From an optimization exercise on the open Yosys and OpenROAD flow, aimed at small area and a short achievable clock period; shortcuts taken in it are not production practice. Only simulation tests tie the RTL to the original design; equivalence was not proved. Power is estimated from default activity; no workload was simulated.

## the previous run
## pipelined_4stage
module pipelined_4stage(clk, rst, imem_addr, imem_data, aluout);
For scale: roughly 6100 cells after synthesis.
make LEC_CHECK=0 CAP_MARGIN=20 CORE_MARGIN=2 CORE_UTILIZATION=40 CTS_CLUSTER_DIAMETER=90 CTS_CLUSTER_SIZE=20 PLACE_DENSITY=0.55 SETUP_SLACK_MARGIN=4.0 SLEW_MARGIN=20 SYNTH_HIERARCHICAL=1 finish   # period 8.0 ns
run.sh (not shown) runs the stock make flow with config.mk's settings and CLKGATE_MAP_FILE= SYNTH_SCRIPT=/design/flow/synth_recipe.tcl, a recipe that flattens the netlist after the stock synthesis.
Changes in the current run relative to the previous run:
# the previous run
export LEC_CHECK = 0
export CAP_MARGIN = 20
export CORE_MARGIN = 2
export CORE_UTILIZATION = 40
export CTS_CLUSTER_DIAMETER = 90
export CTS_CLUSTER_SIZE = 20
export PLACE_DENSITY = 0.55
export SETUP_SLACK_MARGIN = 4.0
export SLEW_MARGIN = 20
export SYNTH_HIERARCHICAL = 1
create_clock -name core_clock -period 8.0 [get_ports {clk}]
# the current run
export LEC_CHECK = 0
export CAP_MARGIN = 20
export CORE_MARGIN = 2
export CORE_UTILIZATION = 45
export CTS_CLUSTER_DIAMETER = 90
export CTS_CLUSTER_SIZE = 20
export PLACE_DENSITY = 0.6
export SETUP_SLACK_MARGIN = 4.0
export SLEW_MARGIN = 20
export SYNTH_HIERARCHICAL = 1
create_clock -name core_clock -period 8.0 [get_ports {clk}]
On via count of the first global-routing pass, the current run and the previous run are neck and neck.
On overall die area, the lower figure sits with the current run, not the previous run.
[compare] base=the previous run new=the current run: global-route usage increased 5.1 points; placed wire-length estimate now sits lower; power ~0 delta; fraction of power consumed by combinational cells was more or less identical.
Maximum achievable frequency (the current run over the previous run): decrease, about 0.4%
Relative to the previous run, worst setup timing slack at the placement stage decreased by 0.071 ns in the current run.
The current run vs. the previous run: count of clock-net buffers in the final layout went down by 1.2%; clock share of power saw little to no change.
In terms of clock latency of the later-clocked register in the worst-skew pair, the previous run and the current run differ only marginally.

========
## JK
Another version of the RTL of pipelined_4stage (not shown whole).
Size in the first run: about 76 I/O pins, roughly 64,000 sq um of cells after synthesis.
make LEC_CHECK=0 CAP_MARGIN=20 CORE_MARGIN=2 CORE_UTILIZATION=35 CTS_CLUSTER_DIAMETER=90 CTS_CLUSTER_SIZE=20 PLACE_DENSITY=0.45 SETUP_SLACK_MARGIN=3.8 SLEW_MARGIN=20 SYNTH_HIERARCHICAL=1 finish   # period 8.0 ns
#### Input delta (MS over JK)
Settings: CORE_UTILIZATION changed from 35 to 40; PLACE_DENSITY changed from 0.45 to 0.55.
### Flow results
- MS finished every step from synthesis to the final layout, and the layout passed the timing, DRC and antenna checks.
- [compare] base=JK new=MS: power share of the clock group has decreased, total power has decreased, part of the cycle the worst path needs has increased.
- MS vs. JK: total via count after detailed routing grew by 1.5%, die span in x lost 28 um, routed length on met3 increased by about 12% relative to the old numbers, source-to-sink clock delay at the later pin of the worst-skew pair now sits lower.
- Looking at share of total power in combinational logic, MS sits above JK.
- Going from JK to MS, setup slack lost 15 ps; required time of the worst setup path lost 90 ps.
The following lists how AL was set up differently from MS:
Settings: SETUP_SLACK_MARGIN: 3.8 -> 4.0; PLACE_DENSITY: 0.55 -> 0.45; CORE_UTILIZATION: 40 -> 35.
### Flow results
- Relative to MS, remaining max-slew budget at the tightest pin increased by 1.3 points in AL.
- Start-to-end type of the worst setup path = reg2reg: AL; start-to-end type of the worst setup path = in2reg: MS
- Per the comparison of AL with MS, setup slack after placement went down 370 ps; largest incremental delay on the critical path has decreased.
- Re clock power: MS and AL aren't equal, and the higher value belongs to AL.
- Compared with MS, AL shows number of buffers and inverters on the critical path lower by 1.
- The final-layout fill cell count number comes out higher for AL vs MS.
- Total length of routed wires in AL is 5.5% above MS.
### AL -> TR
Settings: CORE_UTILIZATION changed from 35 to 40; PLACE_DENSITY changed from 0.45 to 0.55; SETUP_SLACK_MARGIN changed from 4.0 to 4.2.
Results
- Per the comparison of TR with AL, part of the cycle the worst path needs fell by 0.67 points, fraction of standard cell area that is sequential lower, worst-skew pair later-pin latency down 40 ps, setup slack grew by 54 ps.
- Compared with AL, in TR ratio of cells with drive above 1 in the final layout +2.3 points; wire length went down 2.5%; fraction of power spent switching nets decreased 0.51 points; register-to-register slack saw an increase.
Edits applied to the flow inputs when going from TR to PW:
Settings: changing PLACE_DENSITY from 0.55 to 0.45; changing CORE_UTILIZATION from 40 to 35; changing SETUP_SLACK_MARGIN from 4.2 to 3.6.
==> comparison <==
PW: done, clean on timing, DRC and antenna. [compare] base=TR new=PW: growth of design area from synthesis to finish now smaller; utilization after layout went down by 6.8 points; clock share of power now sits higher. Summary of the comparison: height of the die is higher in PW, relative to TR. Summary of PW over TR: maximum operating frequency now smaller, post-layout minimum cycle time now larger. Looking at number of cells on the critical path across PW and TR, the one that comes out lower is TR. | multi-input gate share of total cell area | higher: PW |. Going from TR to PW, wire length on met2 grows by 7400 um. Lower buffer count excluding the clock tree in the final layout was reported by PW, not TR.

## separate check: timing with driven ports
The flow's constraints put no driver on any port. The routed layouts listed below were extracted and timed again, unchanged, in two steps. Step 1: set_driving_cell puts a clkbuf_16 on clk and a buf_2 on each other input, an assumption about the parent block. Step 2 moves the port delays by t, midway between the first and last clock arrival at a register: inputs arrive t later, outputs are due t later. That takes back most of the time a late clock gives input paths. a / b / c = ideal ports / drivers / drivers and shift; a / b = the first two.
run	t (ns)	slack for setup (ns)	hold slack, ns	worst setup path after step 2	worst data-port slew with drivers (ns)
the previous run	0.800	3.859 / 3.775 / 3.133	0.441 / 0.441 / 0.441	input to register	0.09
the current run	0.804	3.843 / 3.812 / 3.098	0.444 / 0.444 / 0.444	input to register	0.12
JK	0.851	3.663 / 3.598 / 2.747	0.434 / 0.434 / 0.434	input to register	0.16
MS	0.809	3.648 / 3.691 / 2.881	0.431 / 0.431 / 0.431	input to register	0.14
AL	0.837	3.676 / 3.676 / 3.036	0.428 / 0.428 / 0.428	input to register	0.15
TR	0.803	3.729 / 3.729 / 3.281	0.433 / 0.433 / 0.433	input to register	0.11
PW	0.831	3.485 / 3.515 / 2.684	0.433 / 0.433 / 0.433	input to register	0.16
After both steps setup and hold are still met in every run listed. The setup slack of JK, which loses most, moves by -0.065 ns with the drivers and by -0.916 ns with both steps.
